Context: an optimization exercise on an open-source flow, tuned for small area. The choices shown serve that exercise and are no tape-out recipe. Only simulation tests tie the RTL to the original design; equivalence was not proved. No driver is modelled on the clock port, so clock power and skew are understated where the tree is cut down; a real chip needs a root buffer or a tree. Power is estimated from default activity; no workload was simulated.

==> flow/design.v <==
module calculator #(parameter BCDdigits = 2, parameter cols_count = 4, parameter rows_count = 4)(
  input clk, rst, start,
  output [cols_count-1:0] cols,
  input  [rows_count-1:0] rows,
  output reg [7:0] digit1, digit2, digit3, digit4,
  output reg sign);
  reg [1:0] c;           
  reg       busy;        
  wire      rnz = |rows;
  always @(posedge clk) begin
    busy <= rnz;
    if (!rst) c <= 2'd0;
    else if (start & ~busy & ~rnz) c <= {c[1] ^ c[0], ~c[0]};
  end
  assign cols = {c[1] & c[0], c[1] & ~c[0], ~c[1] & c[0], ~c[1] & ~c[0]};
  wire ev = ~busy & rnz;                          
  wire [3:0] k = {rows[0] | rows[1], rows[0] | rows[2], c};
  wire kdig = ~k[3] | (~k[2] & ~k[1]);            
  wire kop  = k[3] & (k[2] ^ k[1]);               
  wire keq  = k[3] & k[2] & k[1] & ~k[0];         
  wire kclr = k[3] & k[2] & k[1] & k[0];          
  reg e, f;
  reg [1:0] op, nop;     
  reg s;                 
  reg F;                 
  reg act;               
  reg [5:0] cnt;
  reg [15:0] d;          
  reg [13:0] q;          
  wire [7:0] A = d[15:8];
  wire [3:0] st = cnt[3:0];
  wire [1:0] slot = cnt[5:4];
  function [1:0] fa(input a, input b, input ci); fa = {(a & b) | (ci & (a ^ b)), a ^ b ^ ci}; endfunction
  function [1:0] ha(input a, input b); ha = {a & b, a ^ b}; endfunction
  wire [3:0] h = d[7:4], l = d[3:0];
  wire [1:0] b1 = ha(l[1], h[0]);
  wire [1:0] b2 = fa(l[2], h[1], b1[1]);
  wire [1:0] b3a = fa(l[3], h[2], h[0]);
  wire [1:0] b3 = ha(b3a[0], b2[1]);
  wire [1:0] b4a = fa(h[3], h[1], b3a[1]);
  wire [1:0] b4 = ha(b4a[0], b3[1]);
  wire [1:0] b5a = fa(h[2], b4a[1], b4[1]);
  wire [1:0] b6 = ha(h[3], b5a[1]);
  wire [7:0] B = {b6[1], b6[0], b5a[0], b4[0], b3[0], b2[0], b1[0], l[0]};
  wire bz = ~|d[7:0];
  wire mul = ~op[1] & ~op[0];
  wire div = ~op[1] & op[0];
  wire sub = op[1] & (op[0] ^ s);
  wire cmp   = act & ~e;
  wire pass1 = cmp & (slot == 2'd0) & ~(st[3] & st[2] & st[1]);
  wire pass2 = cmp & (slot == 2'd1) & ~(st[3] & st[2] & st[1]) & sub;
  wire dab   = cmp & (slot == 2'd2) & ~(st[3] & st[2] & st[1]);
  wire errf  = cmp & (slot == 2'd3) & F;
  wire right = (pass1 & ~div) | pass2;
  wire divp  = cmp & div & ((slot == 2'd0) | ((slot == 2'd1) & ~(st[3] & st[2])));
  wire dsft  = divp & ~cnt[0];
  wire dsub  = divp & cnt[0];
  wire q0 = q[0] & ~(pass1 & F);
  wire st0 = ~(st[3] | st[2] | st[1] | st[0]);
  wire [7:0] X = A;
  wire [7:0] Y = dsub ? ~B : (pass1 & ~div & (mul ? q0 : st0)) ? B : 8'd0;
  wire cin = dsub | (~(mul & pass1) & (q0 ^ (pass1 ? sub : ~F)));
  wire [8:0] cy;
  wire [7:0] sm;
  assign cy[0] = cin;
  genvar gi;
  generate for (gi = 0; gi < 8; gi = gi + 1) begin : add
    assign {cy[gi+1], sm[gi]} = fa(X[gi], Y[gi], cy[gi]);
  end endgenerate
  wire [8:0] sum = {cy[8], sm};
  wire ge = ~bz & ~F & (q[0] | sum[8]);    
  wire [7:0] An = dsub ? sum[7:0] : sum[8:1];
  function [3:0] c3(input [3:0] n, input en);
    reg g;
    begin
      g = en & (n[3] | (n[2] & (n[1] | n[0])));
      c3 = {n[3] | g,
            g ? n[3] & n[0] : n[2],
            g ? (n[2] & n[1] & n[0]) | (n[3] & ~n[0]) : n[1],
            g ? ~n[0] & (n[1] | n[3]) : n[0]};
    end
  endfunction
  wire [15:0] dc = {d[15:12], c3(d[11:8], dab), c3(d[7:4], dab), c3(d[3:0], dab)};
  wire ovf5 = d[15] | (d[14] & (d[13] | d[12]));
  wire [1:0] ei = ~cnt[1:0];
  wire ebit = k[ei] & ~(e & ~f & ~kdig);
  wire pbit = ((st[3] | st[2]) & ~st[0]) | (st[3] & st[1] & st[0]);
  wire ent = act & e;
  wire shl_hi = dab | errf;                                   
  wire shl = (ent & ~(cnt[5] | cnt[4] | cnt[3] | cnt[2])) | shl_hi;   
  wire sbit = errf ? pbit : dab ? q[13] : ebit;
  wire go   = ev & ~act;
  wire eNEW = go & (~(e | f) | (e & ~f & ~kdig & ~kop) | (e & f & kclr));
  wire eDIG = go & e & kdig;
  wire eOP2 = go & ~e & f;
  wire eCMP = go & e & (kop | (f & keq));
  wire clr_all = eNEW | eOP2 | (cmp & (cnt == 6'd31));
  always @(posedge clk)
    cnt <= go ? 6'd0 : cnt ^ {&cnt[4:0], &cnt[3:0], &cnt[2:0], &cnt[1:0], cnt[0], 1'b1};
  always @(posedge clk) begin
    if (!rst) begin
      e <= 1'b0; f <= 1'b0; act <= 1'b0;
    end else begin
      if (eNEW) begin e <= 1'b1; f <= 1'b0; end
      if (eOP2) begin e <= 1'b1; f <= 1'b1; end
      if (eCMP) begin e <= 1'b0; f <= ~keq; end
      if (go) act <= 1'b1;
      else if ((e & cnt == 6'd3) | (~e & cnt == 6'd63)) act <= 1'b0;
    end
    if (eNEW) begin op <= 2'b10; s <= 1'b0; F <= 1'b1; end
    if (eCMP) nop <= k[1:0];
    if (cmp & cnt == 6'd14) begin
      if (~div) F <= (mul & |A) | (sub & A[0]);
      if (div & bz) s <= 1'b0;
    end
    if (cmp & cnt == 6'd30 & sub) s <= s ^ F;
    if (cmp & cnt == 6'd31 & ~mul) F <= 1'b0;
    if (dab & ovf5) F <= 1'b1;
    if (cmp & cnt == 6'd63) op <= nop;
    if (clr_all) d <= 16'd0;
    else begin
      if (shl) d[7:0] <= {dc[6:0], sbit};
      if (shl_hi | dsft) d[15:8] <= {dc[14:8], dsft ? q[13] : dc[7]};
      else if (right | (dsub & ge)) d[15:8] <= An;
    end
    if (right) q <= {sum[0], q[13:1]};
    else if (dsft | dab) q <= {q[12:0], dsft ? A[7] : q[13]};
    else if (dsub) q[0] <= ge;
  end
  localparam [15:0] SA = 16'h07ed, SB = 16'h039f, SC = 16'h03fb, SD = 16'h076d,
                    SE = 16'h0d45, SF = 16'h0771, SG = 16'h0f7c;
  function [7:0] seg(input [3:0] n);
    seg = {1'b0, SA[n], SB[n], SC[n], SD[n], SE[n], SF[n], SG[n]};
  endfunction
  function [7:0] seg09(input [3:0] n, input e10);
    seg09 = {1'b0,
      n[3] | (~n[2] & ~n[0]) | (n[2] & n[0]) | n[1],
      e10 ? (~n[3] & ~n[2]) | (n[3] & ~n[1]) | (~n[1] & ~n[0]) | (n[1] & n[0])
          : ~n[2] | (~n[1] & ~n[0]) | (n[1] & n[0]),
      n[2] | ~n[1] | n[0],
      n[3] | (~n[2] & n[1]) | (~n[2] & ~n[0]) | (n[2] & ~n[1] & n[0]) | (n[1] & ~n[0]),
      (~n[2] & ~n[0]) | (n[1] & ~n[0]),
      n[3] | (n[2] & ~n[1]) | (n[2] & ~n[0]) | (~n[1] & ~n[0]),
      n[3] | (~n[2] & n[1]) | (n[2] & ~n[1]) | (n[2] & ~n[0])};
  endfunction
  always @* begin
    digit1 = seg09(d[15:12], 1'b0);
    digit2 = seg09(d[11:8], 1'b1);
    digit3 = seg(d[7:4]);
    digit4 = seg(d[3:0]);
    sign = s & ~e;
  end
endmodule
==> flow/config.mk <==
export PLATFORM = sky130hd
export DESIGN_NAME = calculator
export DESIGN_NICKNAME = calculator
export VERILOG_FILES = /design/flow/design.v
export SDC_FILE = /design/flow/constraint.sdc
export NUM_CORES = 4
export LEC_CHECK = 0
export CAP_MARGIN = 20
export CORE_MARGIN = 2
export CORE_UTILIZATION = 40
export SLEW_MARGIN = 20
==> flow/constraint.sdc <==
create_clock -name core_clock -period 85.0 [get_ports {clk}]
set_input_delay 17.0000 -clock core_clock [delete_from_list [all_inputs] [get_ports {clk}]]
set_output_delay 17.0000 -clock core_clock [all_outputs]
set_load 0.01 [all_outputs]
standard.sh (not shown) runs the stock make flow with config.mk's settings and CLKGATE_MAP_FILE= SYNTH_SCRIPT=/design/flow/synth_recipe.tcl, a recipe that flattens the netlist after the stock synthesis.
==> flow/flow/run.sh <==
#!/bin/bash
# Own layout flow: the standard ORFS flow, except
#  - synthesis (flow/own_synth.tcl) maps logic for area: only full adders become
#    adder cells, and ABC runs area scripts with several random seeds, keeping
#    the smallest netlist; its registers are checked against the standard
#    synthesis, which is used instead if they differ;
#  - ports are buffered with buf_1 cells;
#  - the clock tree is one level of clkbuf_8 cells (flow/cts_hook.tcl), each
#    driving a third of the flip-flops; the clock port drives only them;
#  - one tie cell drives the constant outputs.
# Every tool's output goes to a log file in this folder.
set -uo pipefail
W=$PWD
P=$FLOW_PLATFORM
ARGS=$(grep -m1 '^make -C' standard.sh | sed -E 's/.*SYNTH_SCRIPT=[^ ]+ //; s/"\$\{@:-finish\}"//')
export OWN_ABC_SCRIPT="$W/flow/area.abc $W/flow/area2.abc"
export OWN_ABC_SEEDS="0 1 2 3 4 5 6 7 8 9 10 11"
# extra make arguments for the layout steps, one per line
EXTRA=()
if [[ -f flow/extra_args.txt ]]; then mapfile -t EXTRA < flow/extra_args.txt; fi
EXTRA=("${EXTRA[@]//@W@/$W}")

regs() { grep -oE '^ *sky130_fd_sc_hd__(df|edf|sdf|dl)[a-z]*_[0-9]+ +[^ ]+' "$1" | sed -E 's/_[0-9]+ +/ /; s/^ *//' | sort; }

# 1. standard synthesis, for reference
make -C $FLOW_HOME DESIGN_CONFIG=$FLOW_CONFIG WORK_HOME=$W/ref CLKGATE_MAP_FILE= SYNTH_SCRIPT=$W/synth_recipe.tcl $ARGS synth > ref_synth.log 2>&1
regs ref/results/$P/calculator/base/1_2_yosys.v > ref_regs.txt

# 2. own synthesis
make -C $FLOW_HOME DESIGN_CONFIG=$FLOW_CONFIG WORK_HOME=$W/orfs CLKGATE_MAP_FILE= SYNTH_SCRIPT=$W/flow/own_synth.tcl $ARGS synth > own_synth.log 2>&1
regs orfs/results/$P/calculator/base/1_2_yosys.v > own_regs.txt
if ! cmp -s ref_regs.txt own_regs.txt || [ ! -s own_regs.txt ]; then
  echo "registers differ from the standard synthesis: using it" > fallback.log
  rm -rf orfs
  SYN=$W/synth_recipe.tcl
else
  SYN=$W/flow/own_synth.tcl
fi

# 3. rest of the flow
make -C $FLOW_HOME DESIGN_CONFIG=$FLOW_CONFIG WORK_HOME=$W/orfs CLKGATE_MAP_FILE= SYNTH_SCRIPT=$SYN $ARGS \
  BUFFER_PORTS_ARGS="-buffer_cell sky130_fd_sc_hd__buf_1" "${EXTRA[@]}" finish > own_finish.log 2>&1

ODB=$W/orfs/results/$P/calculator/base/6_final.odb
if [[ -f $ODB ]]; then
  : # left out here: write the final layout as DEF
fi
==> flow/flow/own_synth.tcl <==
# Same as synth_recipe.tcl (standard synthesis), except that only full adders
# (not half adders) are extracted into adder cells, and ABC maps for area with
# each script in OWN_ABC_SCRIPT (flow/area*.abc), tried with each random seed
# in OWN_ABC_SEEDS; the smallest netlist is kept.  Registers are untouched.
proc synth {args} { yosys synth -nofsm -noshare {*}$args }
proc extract_fa {args} { yosys extract_fa -fa }
proc abc {args} {
  set keep {}
  set libs {}
  set skip 0
  set prev ""
  foreach a $args {
    if {$skip} { set skip 0; continue }
    if {$a eq "-script" || $a eq "-D" || $a eq "-constr"} { set skip 1; continue }
    lappend keep $a
    if {$prev eq "-liberty"} { lappend libs -liberty $a }
    set prev $a
  }
  yosys design -save own_pre_abc
  set best_area ""
  set best_script ""
  set t 0
  foreach tfile $::env(OWN_ABC_SCRIPT) {
    incr t
    set fd [open $tfile r]
    set template [read $fd]
    close $fd
    foreach seed $::env(OWN_ABC_SEEDS) {
      set script $::env(RESULTS_DIR)/own_area_${t}_$seed.abc
      set fd [open $script w]
      puts -nonewline $fd [string map [list @SEED@ $seed] $template]
      close $fd
      yosys design -load own_pre_abc
      yosys abc {*}$keep -script $script
      set statfile $::env(RESULTS_DIR)/own_abc_stat_${t}_$seed.txt
      yosys tee -q -o $statfile stat {*}$libs
      set fd [open $statfile r]
      set area ""
      foreach line [split [read $fd] "\n"] {
        if {[regexp {Chip area for module .*: ([0-9.]+)} $line -> a]} { set area $a }
      }
      close $fd
      puts "own flow: abc script $t seed $seed area $area"
      if {$area ne "" && ($best_area eq "" || $area < $best_area)} {
        set best_area $area
        set best_script $script
      }
    }
  }
  puts "own flow: keeping $best_script (area $best_area)"
  yosys design -load own_pre_abc
  yosys abc {*}$keep -script $best_script
}
source $::env(SCRIPTS_DIR)/synth.tcl
# left out here: clear keep_hierarchy, flatten, clean up, hide names made inside functions, write 1_2_yosys.v
Other scripts of this flow, unchanged in this note and not shown: flow/flow/area.abc, flow/flow/area2.abc, flow/flow/cts_hook.tcl, flow/flow/extra_args.txt
The baseline finished clean.
==> next run, changes <==
--- a/flow/flow/own_synth.tcl
+++ b/flow/flow/own_synth.tcl
@@ -46,0 +47 @@
+        yosys design -save own_best_abc
@@ -50,3 +51,2 @@
-  puts "own flow: keeping $best_script (area $best_area)"
-  yosys design -load own_pre_abc
-  yosys abc {*}$keep -script $best_script
+  puts "own flow: keeping the netlist of $best_script (area $best_area)"
+  yosys design -load own_best_abc
=> Critical path depth decreases by 3. Setup slack improved by 0.025 ns. Final cell count decreases by 0.56%. First-iteration DRC count increases by 20%. Sequential power increases by about 4%. Hold slack improved by 0.0072 ns. Power increases by 7.3%. Maximum frequency hardly moves.
==> next run, changes <==
--- a/flow/flow/run.sh
+++ b/flow/flow/run.sh
@@ -16 +16 @@
-export OWN_ABC_SCRIPT="$W/flow/area.abc $W/flow/area2.abc"
+export OWN_ABC_SCRIPT="$W/flow/area.abc $W/flow/area2.abc $W/flow/area3.abc"
==> flow/flow/area3.abc (new file) <==
strash
&get -n
&deepsyn -T 30 -S @SEED@
&put
dch -f
map -a
strash
dch -f
map -a
strash
dch -f
amap
=> Via count came out higher by 0.48%. Power came out lower by 7.6%. Die area came out lower by 0.62%. Wire length stays flat. Cell count came out lower by 1.5%. Flip-flop and latch count does not change. Critical path depth came out higher by 4.
In every run of this note, the design's own scripts or RTL, not TritonCTS, make the clock network.

## afterwards: timing with drivers on the ports
No port has a modelled driver above. Below, the same layouts with a new extraction and two added sets of constraints. Step 1 sets driving cells, clkbuf_16 on the clock port and buf_2 on the other inputs (assumed; they add their load-dependent delay and slew). Step 2 times the ports against the registers' clock, not the clock port: input delays grow and output delays shrink by t, the midpoint of the rising clock arrivals with the driver on. a / b / c = no drivers / after step 1 / after step 2; a / b = the first two.
| run | t (ns) | setup WS [ns] | worst hold slack (ns) | latest minus earliest clock arrival (ns) | slew at the worst register clock pin (ns) |
|---|---|---|---|---|---|
| the first run | 0.206 | 65.209 / 65.236 / 65.031 | 0.490 / 0.490 / 0.490 | 0.007 / 0.007 | 0.10 / 0.10 |
| the second run | 0.205 | 65.234 / 65.260 / 65.055 | 0.497 / 0.497 / 0.497 | 0.017 / 0.016 | 0.11 / 0.11 |
| the third run | 0.210 | 64.735 / 64.761 / 64.551 | 0.504 / 0.504 / 0.504 | 0.012 / 0.013 | 0.11 / 0.11 |
After both steps setup and hold are still met in every run listed. For the third run, which loses most, drivers alone change the setup slack by +0.026 ns; drivers and shift together by -0.184 ns.
